Background: an optimization exercise with open tools, aiming at small area and a short achievable clock period. Do not read the settings as production practice.

==> v38 <==
==> flow/design.v <==
module CPU(clock, reset,
imem_addr, imem_data,
dmem_addr, dmem_wdata, dmem_we, dmem_re, dmem_rdata,
rf_we, rf_waddr, rf_wdata);
input clock, reset;
output [15:0] imem_addr;
input  [15:0] imem_data;
output [15:0] dmem_addr, dmem_wdata;
output dmem_we, dmem_re;
input  [15:0] dmem_rdata;
output rf_we;
output [2:0] rf_waddr;
output [15:0] rf_wdata;
reg [15:0] pc;
reg [15:0] btb_pc  [0:7];
reg [8:0]  btb_tgt [0:7];      
reg [7:0]  btb_pred;           
reg [7:1]  btb_wr;             
reg [1:0]  cnt1, cnt2;
reg [15:0] bp_key;             
reg [15:0] pc1, ir1;
reg        v1;
reg [15:0] pc2, ir2;
reg        v2;
reg [15:0] bta;                
reg        pm;                 
reg        rst_q;              
reg [15:0] a3, b3, d3;         
reg [2:0]  op3, dst3;
reg        fw3, lhi3, lnk3, ld3, sw3, v3;
reg        bw_we, bw_nt, bw_jal, bw_pred, bw_en1, bw_en2;
reg [8:0]  bw_tgt;
reg [15:0] res4, wd4;
reg [2:0]  dst4;
reg        fw4, ld4, lnk4, sw4, re4, rw4;
reg [15:0] res5;
reg [2:0]  dst5;
reg        fw5, we5;
reg        cf, zf;
reg [15:0] rf [1:7];
wire [15:0] pc_e  = rst_q ? 16'd0 : pc;
wire [15:0] ir1_e = {ir1[15:12] | {4{rst_q}}, ir1[11:0]};
wire        v1_e  = v1 & ~rst_q;
wire [15:0] ir2_e = {ir2[15:12] | {4{rst_q}}, ir2[11:0]};
wire        v2_e  = v2 & ~rst_q;
assign imem_addr = pc_e;
wire [15:0] pc_inc = pc_e + 16'd1;
wire [3:0] op2 = ir2_e[15:12];
wire [2:0] ra2 = ir2[11:9];
wire [2:0] rb2 = ir2[8:6];
wire [2:0] rc2 = ir2[5:3];
wire is_alu2 = (op2 == 4'b0000) | (op2 == 4'b0010);
wire is_adi2 = (op2 == 4'b0001);
wire is_lhi2 = (op2 == 4'b0011);
wire is_lw2  = (op2 == 4'b0100);
wire is_sw2  = (op2 == 4'b0101);
wire is_beq2 = (op2 == 4'b1100);
wire is_jal2 = (op2 == 4'b1000);
wire is_jlr2 = (op2 == 4'b1001);
wire lnk2    = is_jal2 | is_jlr2;
wire fw2     = is_alu2 | is_adi2 | is_lhi2 | is_lw2 | lnk2;
wire [2:0] dst2 = is_alu2 ? rc2 : (is_adi2 | is_lw2 | is_sw2) ? rb2 : ra2;
wire immb2   = is_adi2 | is_lhi2 | is_lw2 | is_sw2 | ~(is_alu2 | is_beq2 | lnk2);
reg  [2:0] aop2;
always @(*) begin
  if (op2 == 4'b0000)
    case (ir2[1:0]) 2'b00: aop2 = 3'b000; 2'b10: aop2 = 3'b001; 2'b01: aop2 = 3'b010; default: aop2 = 3'b111; endcase
  else if (op2 == 4'b0010)
    case (ir2[1:0]) 2'b00: aop2 = 3'b100; 2'b10: aop2 = 3'b101; 2'b01: aop2 = 3'b110; default: aop2 = 3'b111; endcase
  else if (is_adi2 | is_lw2 | is_sw2)
    aop2 = 3'b011;
  else if (is_beq2 | lnk2)
    aop2 = 3'b000;
  else
    aop2 = 3'b111;
end
wire [15:0] se6 = {{10{ir2[5]}}, ir2[5:0]};
wire [8:0]  off2 = is_jal2 ? ir2[8:0] : {{3{ir2[5]}}, ir2[5:0]};
wire [15:0] pc2_inc = pc2 + 16'd1;
wire [15:0] rda = (ra2 == 3'd0) ? 16'd0 : rf[ra2];
wire [15:0] rdb = (rb2 == 3'd0) ? 16'd0 : rf[rb2];
wire [16:0] sum3 = {1'b0, a3} + {1'b0, b3};
wire [15:0] nand3 = ~(a3 & b3);
reg  [15:0] alu3;
reg         cf_n, zf_n;
always @(*) begin
  alu3 = 16'd0;
  cf_n = cf;
  zf_n = zf;
  case (op3)
    3'b000: begin alu3 = sum3[15:0]; cf_n = sum3[16]; zf_n = (sum3[15:0] == 16'd0); end
    3'b001: if (cf) begin alu3 = sum3[15:0]; cf_n = sum3[16]; zf_n = (sum3[15:0] == 16'd0); end
    3'b010: if (zf) begin alu3 = sum3[15:0]; cf_n = sum3[16]; zf_n = (sum3[15:0] == 16'd0); end
    3'b011: begin alu3 = sum3[15:0]; zf_n = (sum3[15:0] == 16'd0); end
    3'b100, 3'b101, 3'b110: begin alu3 = nand3; zf_n = (sum3[15:0] == 16'd0); end
    default: ;
  endcase
end
wire [15:0] exfwd = lhi3 ? d3 : alu3;
wire [15:0] d3_inc = d3 + 16'd1;
wire [15:0] mfwd = ld4 ? dmem_rdata : (lnk4 ? 16'd0 : res4);
wire [15:0] fa = (fw3 & (ra2 == dst3)) ? exfwd :
                 (fw4 & (ra2 == dst4)) ? mfwd  :
                 (fw5 & (ra2 == dst5)) ? res5  : rda;
wire [15:0] fb = (fw3 & (rb2 == dst3)) ? exfwd :
                 (fw4 & (rb2 == dst4)) ? mfwd  :
                 (fw5 & (rb2 == dst5)) ? res5  : rdb;
wire [15:0] bm = immb2 ? se6 : fb;
wire eq = (fa == fb);
wire [8:0]  off1 = (ir1[15:12] == 4'b1000) ? ir1[8:0] : {{3{ir1[5]}}, ir1[5:0]};
wire [15:0] bta1 = pc1 + {{7{off1[8]}}, off1};
wire [3:0] op1 = ir1_e[15:12];
wire s1v = (op1 == 4'b0000) | (op1 == 4'b0001) | (op1 == 4'b0010) | (op1 == 4'b0101) | (op1 == 4'b1100);
wire s2v = (op1 == 4'b0000) | (op1 == 4'b0010) | (op1 == 4'b0101) | (op1 == 4'b1100) | (op1 == 4'b1001);
wire dep = (s1v & (ir1[11:9] == rb2)) | (s2v & (ir1[8:6] == rb2));
wire vbeq    = v2_e & is_beq2;
wire beq_tk  = vbeq & eq & ~pm;              
wire beq_nt  = vbeq & ~eq & pm;              
wire beq_upd = vbeq & ~eq & ~pm;             
wire jal_tk  = v2_e & is_jal2 & ~pm;
wire jlr_tk  = v2_e & is_jlr2;
wire lw_il   = v2_e & is_lw2 & dep;
wire sq_eq1 = (vbeq & ~pm) | jal_tk | jlr_tk | lw_il;
wire sq_eq0 = (vbeq & pm) | jal_tk | jlr_tk | lw_il;
wire squash = eq ? sq_eq1 : sq_eq0;
wire [15:0] npc_eq1 = ((vbeq & ~pm) | jal_tk) ? bta : lw_il ? pc2_inc : pc_inc;
wire [15:0] npc_eq0 = jal_tk ? bta : ((vbeq & pm) | lw_il) ? pc2_inc : pc_inc;
wire [15:0] npc = jlr_tk ? bm : (eq ? npc_eq1 : npc_eq0);
wire [7:0] wrv = {btb_wr, 1'b0};
reg        hit2;
reg  [2:0] add2;
integer k;
always @(*) begin
  hit2 = 1'b0;
  add2 = 3'd0;
  for (k = 7; k >= 0; k = k - 1)
    if (btb_pc[k] == d3) begin
      hit2 = 1'b1;
      add2 = wrv[k] ? k : 3'd0;
    end
end
wire [2:0] bp_addr = (hit2 | bw_nt) ? add2 : (bw_jal ? {1'b1, cnt2} : {1'b0, cnt1});
reg        bp_sel;
reg [8:0]  bp_t;
always @(*) begin
  bp_sel = 1'b0;
  bp_t   = btb_tgt[7];
  for (k = 7; k >= 0; k = k - 1)
    if (btb_pc[k] == bp_key) begin
      bp_sel = btb_pred[k];
      bp_t   = btb_tgt[k];
    end
end
wire [15:0] bp_tgt = bp_key + {{7{bp_t[8]}}, bp_t};
always @(posedge clock) begin
  pc     <= bp_sel ? bp_tgt : npc;
  bp_key <= npc;
  pc1 <= pc_e;
  ir1 <= imem_data;
  v1  <= ~squash;
  pc2 <= pc1;
  ir2 <= ir1_e;
  v2  <= ~squash & v1_e;
  bta <= bta1;
  pm  <= (pc_e == bta1);
  rst_q <= reset;
  a3   <= fa;
  b3   <= bm;
  d3   <= is_lhi2 ? {ir2[8:0], 7'd0} : ((lnk2 | is_beq2) ? pc2 : fb);
  op3  <= aop2;
  dst3 <= dst2;
  fw3  <= fw2;
  lhi3 <= is_lhi2;
  lnk3 <= lnk2;
  ld3  <= is_lw2;
  sw3  <= is_sw2;
  v3   <= v2_e;
  bw_we   <= beq_tk | beq_nt | beq_upd | jal_tk;
  bw_nt   <= beq_nt;
  bw_jal  <= is_jal2;
  bw_pred <= (beq_tk | jal_tk) & (bta != 16'd0);
  bw_en1  <= beq_tk;
  bw_en2  <= jal_tk;
  bw_tgt  <= off2;
  res4 <= lhi3 ? d3 : (lnk3 ? d3_inc : alu3);
  wd4  <= d3;
  dst4 <= dst3;
  fw4  <= ~reset & fw3;
  ld4  <= ld3;
  lnk4 <= lnk3;
  sw4  <= ~reset & sw3;
  re4  <= ~reset & ld3 & v3;
  rw4  <= ~reset & fw3 & v3;
  res5 <= ld4 ? dmem_rdata : res4;
  dst5 <= dst4;
  fw5  <= fw4;
  we5  <= ~reset & rw4;
  if (rst_q) begin
    cf <= 1'b0;
    zf <= 1'b1;
  end else begin
    cf <= cf_n;
    zf <= zf_n;
  end
  if (rst_q) begin
    cnt1 <= 2'd0;
    cnt2 <= 2'd0;
  end else begin
    if (bw_en1) cnt1 <= cnt1 + 2'd1;
    if (bw_en2) cnt2 <= cnt2 + 2'd1;
  end
end
wire [15:0] wdat = rst_q ? 16'd0 : res5;
genvar g;
generate
  for (g = 1; g < 8; g = g + 1) begin : gen_rf
    always @(posedge clock)
      if (rst_q | (we5 & (dst5 == g)))
        rf[g] <= wdat;
  end
endgenerate
generate
  for (g = 0; g < 8; g = g + 1) begin : gen_btb
    always @(posedge clock) begin
      if (rst_q | (bw_we & (bp_addr == g))) begin
        btb_pc[g]   <= rst_q ? 16'd0 : d3;
        btb_pred[g] <= ~rst_q & bw_pred;
      end
      if (~rst_q & bw_we & (bp_addr == g))
        btb_tgt[g] <= bw_tgt;
    end
    if (g != 0) begin : gen_wr
      always @(posedge clock)
        if (rst_q | (bw_we & (bp_addr == g)))
          btb_wr[g] <= ~rst_q;
    end
  end
endgenerate
assign dmem_addr  = res4;
assign dmem_wdata = wd4;
assign dmem_we    = sw4 & ~re4 & ~fw4 & ~ld4;
assign dmem_re    = re4;
assign rf_we      = we5;
assign rf_waddr   = dst5;
assign rf_wdata   = reset ? 16'd0 : res5;    
endmodule
==> flow/flow/run.sh <==
#!/bin/bash
# Standard ORFS layout, with faster port buffers and a timing-repair target
# tighter than the clock period (the SDC and clock period are unchanged).
set -euo pipefail
bash standard.sh \
  "BUFFER_PORTS_ARGS=-buffer_cell sky130_fd_sc_hd__buf_4" \
  "SETUP_SLACK_MARGIN=7" \
  finish > flow.log 2>&1
==> flow/standard.sh <==
#!/bin/bash
# synth_recipe.tcl (not shown) runs the flow's synth.tcl, then flattens the netlist and writes it again
# the make line also repeats each setting of config.mk as NAME=value (left out here)
make -C /OpenROAD-flow-scripts/flow DESIGN_CONFIG=/design/flow/config.mk WORK_HOME=/design/flow/orfs CLKGATE_MAP_FILE= SYNTH_SCRIPT=/design/flow/synth_recipe.tcl "${@:-finish}"
==> flow/config.mk <==
export PLATFORM = sky130hd
export DESIGN_NAME = CPU
export DESIGN_NICKNAME = CPU
export VERILOG_FILES = /design/flow/design.v
export SDC_FILE = /design/flow/constraint.sdc
export NUM_CORES = 4
export LEC_CHECK = 0
export CAP_MARGIN = 20
export CORE_MARGIN = 2
export CORE_UTILIZATION = 55
export CTS_BUF_LIST = sky130_fd_sc_hd__clkbuf_8
export CTS_CLUSTER_DIAMETER = 50
export CTS_CLUSTER_SIZE = 16
export PLACE_DENSITY = 0.7
export SLEW_MARGIN = 20
==> flow/constraint.sdc <==
create_clock -name core_clock -period 12.0 [get_ports {clock}]
set_input_delay 2.4000 -clock core_clock [delete_from_list [all_inputs] [get_ports {clock}]]
set_output_delay 2.4000 -clock core_clock [all_outputs]
set_load 0.01 [all_outputs]
==> v4 (differences from v38) <==
==> flow/design.v, changed modules only <==
module CPU(clock, reset,
imem_addr, imem_data,
dmem_addr, dmem_wdata, dmem_we, dmem_re, dmem_rdata,
rf_we, rf_waddr, rf_wdata);
input clock, reset;
output [15:0] imem_addr;
input  [15:0] imem_data;
output [15:0] dmem_addr, dmem_wdata;
output dmem_we, dmem_re;
input  [15:0] dmem_rdata;
output rf_we;
output [2:0] rf_waddr;
output [15:0] rf_wdata;
reg [15:0] pc;
reg [15:0] btb_pc  [0:7];
reg [10:0] btb_tgt [0:7];      
reg [7:0]  btb_pred;           
reg [7:1]  btb_wr;             
reg [1:0]  cnt1, cnt2;
reg [15:0] bp_key;             
reg [15:0] pc1, ir1;
reg        v1;
reg [15:0] pc2, ir2;
reg        v2;
reg [15:0] bta;                
reg        pm, c9;             
reg        rst_q;              
reg [15:0] a3, b3, d3;         
reg [2:0]  op3, dst3;
reg        fw3, lhi3, lnk3, ld3, sw3, v3;
reg        bw_we, bw_nt, bw_jal, bw_pred, bw_en1, bw_en2;
reg [10:0] bw_tgt;
reg [15:0] res4, wd4;
reg [2:0]  dst4;
reg        fw4, ld4, lnk4, sw4, re4, rw4;
reg [15:0] res5;
reg [2:0]  dst5;
reg        fw5, we5;
reg        cf, zf;
reg [15:0] rf [1:7];
assign imem_addr = pc;
wire [15:0] pc_inc = pc + 16'd1;
wire [3:0] op2 = ir2[15:12];
wire [2:0] ra2 = ir2[11:9];
wire [2:0] rb2 = ir2[8:6];
wire [2:0] rc2 = ir2[5:3];
wire is_alu2 = (op2 == 4'b0000) | (op2 == 4'b0010);
wire is_adi2 = (op2 == 4'b0001);
wire is_lhi2 = (op2 == 4'b0011);
wire is_lw2  = (op2 == 4'b0100);
wire is_sw2  = (op2 == 4'b0101);
wire is_beq2 = (op2 == 4'b1100);
wire is_jal2 = (op2 == 4'b1000);
wire is_jlr2 = (op2 == 4'b1001);
wire lnk2    = is_jal2 | is_jlr2;
wire fw2     = is_alu2 | is_adi2 | is_lhi2 | is_lw2 | lnk2;
wire [2:0] dst2 = is_alu2 ? rc2 : (is_adi2 | is_lw2 | is_sw2) ? rb2 : ra2;
wire immb2   = is_adi2 | is_lhi2 | is_lw2 | is_sw2 | ~(is_alu2 | is_beq2 | lnk2);
reg  [2:0] aop2;
always @(*) begin
  if (op2 == 4'b0000)
    case (ir2[1:0]) 2'b00: aop2 = 3'b000; 2'b10: aop2 = 3'b001; 2'b01: aop2 = 3'b010; default: aop2 = 3'b111; endcase
  else if (op2 == 4'b0010)
    case (ir2[1:0]) 2'b00: aop2 = 3'b100; 2'b10: aop2 = 3'b101; 2'b01: aop2 = 3'b110; default: aop2 = 3'b111; endcase
  else if (is_adi2 | is_lw2 | is_sw2)
    aop2 = 3'b011;
  else if (is_beq2 | lnk2)
    aop2 = 3'b000;
  else
    aop2 = 3'b111;
end
wire [15:0] se6 = {{10{ir2[5]}}, ir2[5:0]};
wire [8:0]  off2 = is_jal2 ? ir2[8:0] : {{3{ir2[5]}}, ir2[5:0]};
wire [15:0] pc2_inc = pc2 + 16'd1;
wire [15:0] rda = (ra2 == 3'd0) ? 16'd0 : rf[ra2];
wire [15:0] rdb = (rb2 == 3'd0) ? 16'd0 : rf[rb2];
wire [16:0] sum3 = {1'b0, a3} + {1'b0, b3};
wire [15:0] nand3 = ~(a3 & b3);
reg  [15:0] alu3;
reg         cf_n, zf_n;
always @(*) begin
  alu3 = 16'd0;
  cf_n = cf;
  zf_n = zf;
  case (op3)
    3'b000: begin alu3 = sum3[15:0]; cf_n = sum3[16]; zf_n = (sum3[15:0] == 16'd0); end
    3'b001: if (cf) begin alu3 = sum3[15:0]; cf_n = sum3[16]; zf_n = (sum3[15:0] == 16'd0); end
    3'b010: if (zf) begin alu3 = sum3[15:0]; cf_n = sum3[16]; zf_n = (sum3[15:0] == 16'd0); end
    3'b011: begin alu3 = sum3[15:0]; zf_n = (sum3[15:0] == 16'd0); end
    3'b100, 3'b101, 3'b110: begin alu3 = nand3; zf_n = (sum3[15:0] == 16'd0); end
    default: ;
  endcase
end
wire [15:0] exfwd = lhi3 ? d3 : alu3;
wire [15:0] d3_inc = d3 + 16'd1;
wire [15:0] mfwd = ld4 ? dmem_rdata : (lnk4 ? 16'd0 : res4);
wire [15:0] fa = (fw3 & (ra2 == dst3)) ? exfwd :
                 (fw4 & (ra2 == dst4)) ? mfwd  :
                 (fw5 & (ra2 == dst5)) ? res5  : rda;
wire [15:0] fb = (fw3 & (rb2 == dst3)) ? exfwd :
                 (fw4 & (rb2 == dst4)) ? mfwd  :
                 (fw5 & (rb2 == dst5)) ? res5  : rdb;
wire [15:0] bm = immb2 ? se6 : fb;
wire eq = (fa == fb);
wire [8:0]  off1 = (ir1[15:12] == 4'b1000) ? ir1[8:0] : {{3{ir1[5]}}, ir1[5:0]};
wire [15:0] bta1 = pc1 + {{7{off1[8]}}, off1};
wire [3:0] op1 = ir1[15:12];
wire s1v = (op1 == 4'b0000) | (op1 == 4'b0001) | (op1 == 4'b0010) | (op1 == 4'b0101) | (op1 == 4'b1100);
wire s2v = (op1 == 4'b0000) | (op1 == 4'b0010) | (op1 == 4'b0101) | (op1 == 4'b1100) | (op1 == 4'b1001);
wire dep = (s1v & (ir1[11:9] == rb2)) | (s2v & (ir1[8:6] == rb2));
wire vbeq    = v2 & is_beq2;
wire beq_tk  = vbeq & eq & ~pm;              
wire beq_nt  = vbeq & ~eq & pm;              
wire beq_upd = vbeq & ~eq & ~pm;             
wire jal_tk  = v2 & is_jal2 & ~pm;
wire jlr_tk  = v2 & is_jlr2;
wire lw_il   = v2 & is_lw2 & dep;
wire sq_eq1 = (vbeq & ~pm) | jal_tk | jlr_tk | lw_il;
wire sq_eq0 = (vbeq & pm) | jal_tk | jlr_tk | lw_il;
wire squash = eq ? sq_eq1 : sq_eq0;
wire [15:0] npc_eq1 = ((vbeq & ~pm) | jal_tk) ? bta : lw_il ? pc2_inc : pc_inc;
wire [15:0] npc_eq0 = jal_tk ? bta : ((vbeq & pm) | lw_il) ? pc2_inc : pc_inc;
wire [15:0] npc = jlr_tk ? bm : (eq ? npc_eq1 : npc_eq0);
wire [7:0] wrv = {btb_wr, 1'b0};
reg        hit2;
reg  [2:0] add2;
integer k;
always @(*) begin
  hit2 = 1'b0;
  add2 = 3'd0;
  for (k = 7; k >= 0; k = k - 1)
    if (btb_pc[k] == d3) begin
      hit2 = 1'b1;
      add2 = wrv[k] ? k : 3'd0;
    end
end
wire [2:0] bp_addr = (hit2 | bw_nt) ? add2 : (bw_jal ? {1'b1, cnt2} : {1'b0, cnt1});
reg        bp_sel;
reg [10:0] bp_t;
always @(*) begin
  bp_sel = 1'b0;
  bp_t   = btb_tgt[7];
  for (k = 7; k >= 0; k = k - 1)
    if (btb_pc[k] == bp_key) begin
      bp_sel = btb_pred[k];
      bp_t   = btb_tgt[k];
    end
end
wire [6:0]  key_hi_inc = bp_key[15:9] + 7'd1;
wire [6:0]  key_hi_dec = bp_key[15:9] - 7'd1;
wire [15:0] bp_tgt = {bp_t[10] ? key_hi_inc : (bp_t[9] ? key_hi_dec : bp_key[15:9]), bp_t[8:0]};
always @(posedge clock) begin
  pc     <= reset ? 16'd0 : (bp_sel ? bp_tgt : npc);
  bp_key <= npc;
  pc1 <= pc;
  ir1 <= {imem_data[15:12] | {4{reset}}, imem_data[11:0]};
  v1  <= ~reset & ~squash;
  pc2 <= pc1;
  ir2 <= {ir1[15:12] | {4{reset}}, ir1[11:0]};
  v2  <= ~reset & ~squash & v1;
  bta <= bta1;
  pm  <= (pc == bta1);
  c9  <= bta1[9] ^ pc1[9] ^ off1[8];
  rst_q <= reset;
  a3   <= fa;
  b3   <= bm;
  d3   <= is_lhi2 ? {ir2[8:0], 7'd0} : ((lnk2 | is_beq2) ? pc2 : fb);
  op3  <= aop2;
  dst3 <= dst2;
  fw3  <= fw2;
  lhi3 <= is_lhi2;
  lnk3 <= lnk2;
  ld3  <= is_lw2;
  sw3  <= is_sw2;
  v3   <= v2;
  bw_we   <= beq_tk | beq_nt | beq_upd | jal_tk;
  bw_nt   <= beq_nt;
  bw_jal  <= is_jal2;
  bw_pred <= (beq_tk | jal_tk) & (bta != 16'd0);
  bw_en1  <= beq_tk;
  bw_en2  <= jal_tk;
  bw_tgt  <= {c9 & ~off2[8], off2[8] & ~c9, bta[8:0]};
  res4 <= lhi3 ? d3 : (lnk3 ? d3_inc : alu3);
  wd4  <= d3;
  dst4 <= dst3;
  fw4  <= ~reset & fw3;
  ld4  <= ld3;
  lnk4 <= lnk3;
  sw4  <= ~reset & sw3;
  re4  <= ~reset & ld3 & v3;
  rw4  <= ~reset & fw3 & v3;
  res5 <= ld4 ? dmem_rdata : res4;
  dst5 <= dst4;
  fw5  <= fw4;
  we5  <= ~reset & rw4;
  if (rst_q) begin
    cf <= 1'b0;
    zf <= 1'b1;
  end else begin
    cf <= cf_n;
    zf <= zf_n;
  end
  if (rst_q) begin
    cnt1 <= 2'd0;
    cnt2 <= 2'd0;
  end else begin
    if (bw_en1) cnt1 <= cnt1 + 2'd1;
    if (bw_en2) cnt2 <= cnt2 + 2'd1;
  end
end
wire [15:0] wdat = rst_q ? 16'd0 : res5;
genvar g;
generate
  for (g = 1; g < 8; g = g + 1) begin : gen_rf
    always @(posedge clock)
      if (rst_q | (we5 & (dst5 == g)))
        rf[g] <= wdat;
  end
endgenerate
generate
  for (g = 0; g < 8; g = g + 1) begin : gen_btb
    always @(posedge clock) begin
      if (rst_q | (bw_we & (bp_addr == g))) begin
        btb_pc[g]   <= rst_q ? 16'd0 : d3;
        btb_pred[g] <= ~rst_q & bw_pred;
      end
      if (~rst_q & bw_we & (bp_addr == g))
        btb_tgt[g] <= bw_tgt;
    end
    if (g != 0) begin : gen_wr
      always @(posedge clock)
        if (rst_q | (bw_we & (bp_addr == g)))
          btb_wr[g] <= ~rst_q;
    end
  end
endgenerate
assign dmem_addr  = res4;
assign dmem_wdata = wd4;
assign dmem_we    = sw4;
assign dmem_re    = re4;
assign rf_we      = we5;
assign rf_waddr   = dst5;
assign rf_wdata   = reset ? 16'd0 : res5;    
endmodule
Settings changed: CORE_UTILIZATION 55 to 40, CTS_BUF_LIST sky130_fd_sc_hd__clkbuf_8 to not set, CTS_CLUSTER_DIAMETER 50 to not set, CTS_CLUSTER_SIZE 16 to not set, PLACE_DENSITY 0.7 to 0.6.
==> results.sh <==
export IMPL_status="complete, no violations"
export IMPL_fin_util=0.466
export IMPL_use_met1=0.355
export IMPL_synthMuxAreaShare=0.0609
export IMPL_p_int_uw=3890
export IMPL_area_growth_pct=15.2
export IMPL_multi_input_cells=1962
export IMPL_clk_share=0.0690
export IMPL_comb_power_uw=686
export IMPL_min_to="pc2[4]"
export IMPL_design_seq_count=605
That was v4.
==> results.sh <==
export IMPL_multi_input_cells=2031
export IMPL_min_to="ld4"
export IMPL_status="complete, no violations"
export IMPL_p_int_uw=3180
export IMPL_comb_power_uw=824
export IMPL_synthMuxAreaShare=0.0684
export IMPL_design_seq_count=586
That was v38.
Function was not checked in any run of this note: the RTL went through the layout flow alone.

-- separate check: timing with driven ports --
The flow's constraints put no driver on any port. The routed layouts listed below were extracted and timed again, unchanged, in two steps. Step 1, drivers: a clkbuf_16 drives clock and a buf_2 each remaining input, both assumed. Step 2 adds t to the input delays and takes it off the output delays; t is the mean of the earliest and latest rising clock arrival at the registers after step 1. Input paths then give back, and output paths get back, about the clock's delay inside the block. a / b / c = ideal ports / drivers / drivers and shift; a / b = the first two.
run	t, ns	setup WS [ns]	hold slack, ns	worst setup path after step 2	clock arrival spread, ns
v38	0.776	6.819 / 6.587 / 6.332	0.356 / 0.356 / 0.356	input to register	0.042 / 0.043
v4	0.677	6.825 / 6.520 / 6.489	0.355 / 0.355 / 0.355	input to register	0.046 / 0.045
After both steps setup and hold are still met in every run listed. For v38, which loses most, drivers alone change the setup slack by -0.232 ns; drivers and shift together by -0.487 ns.
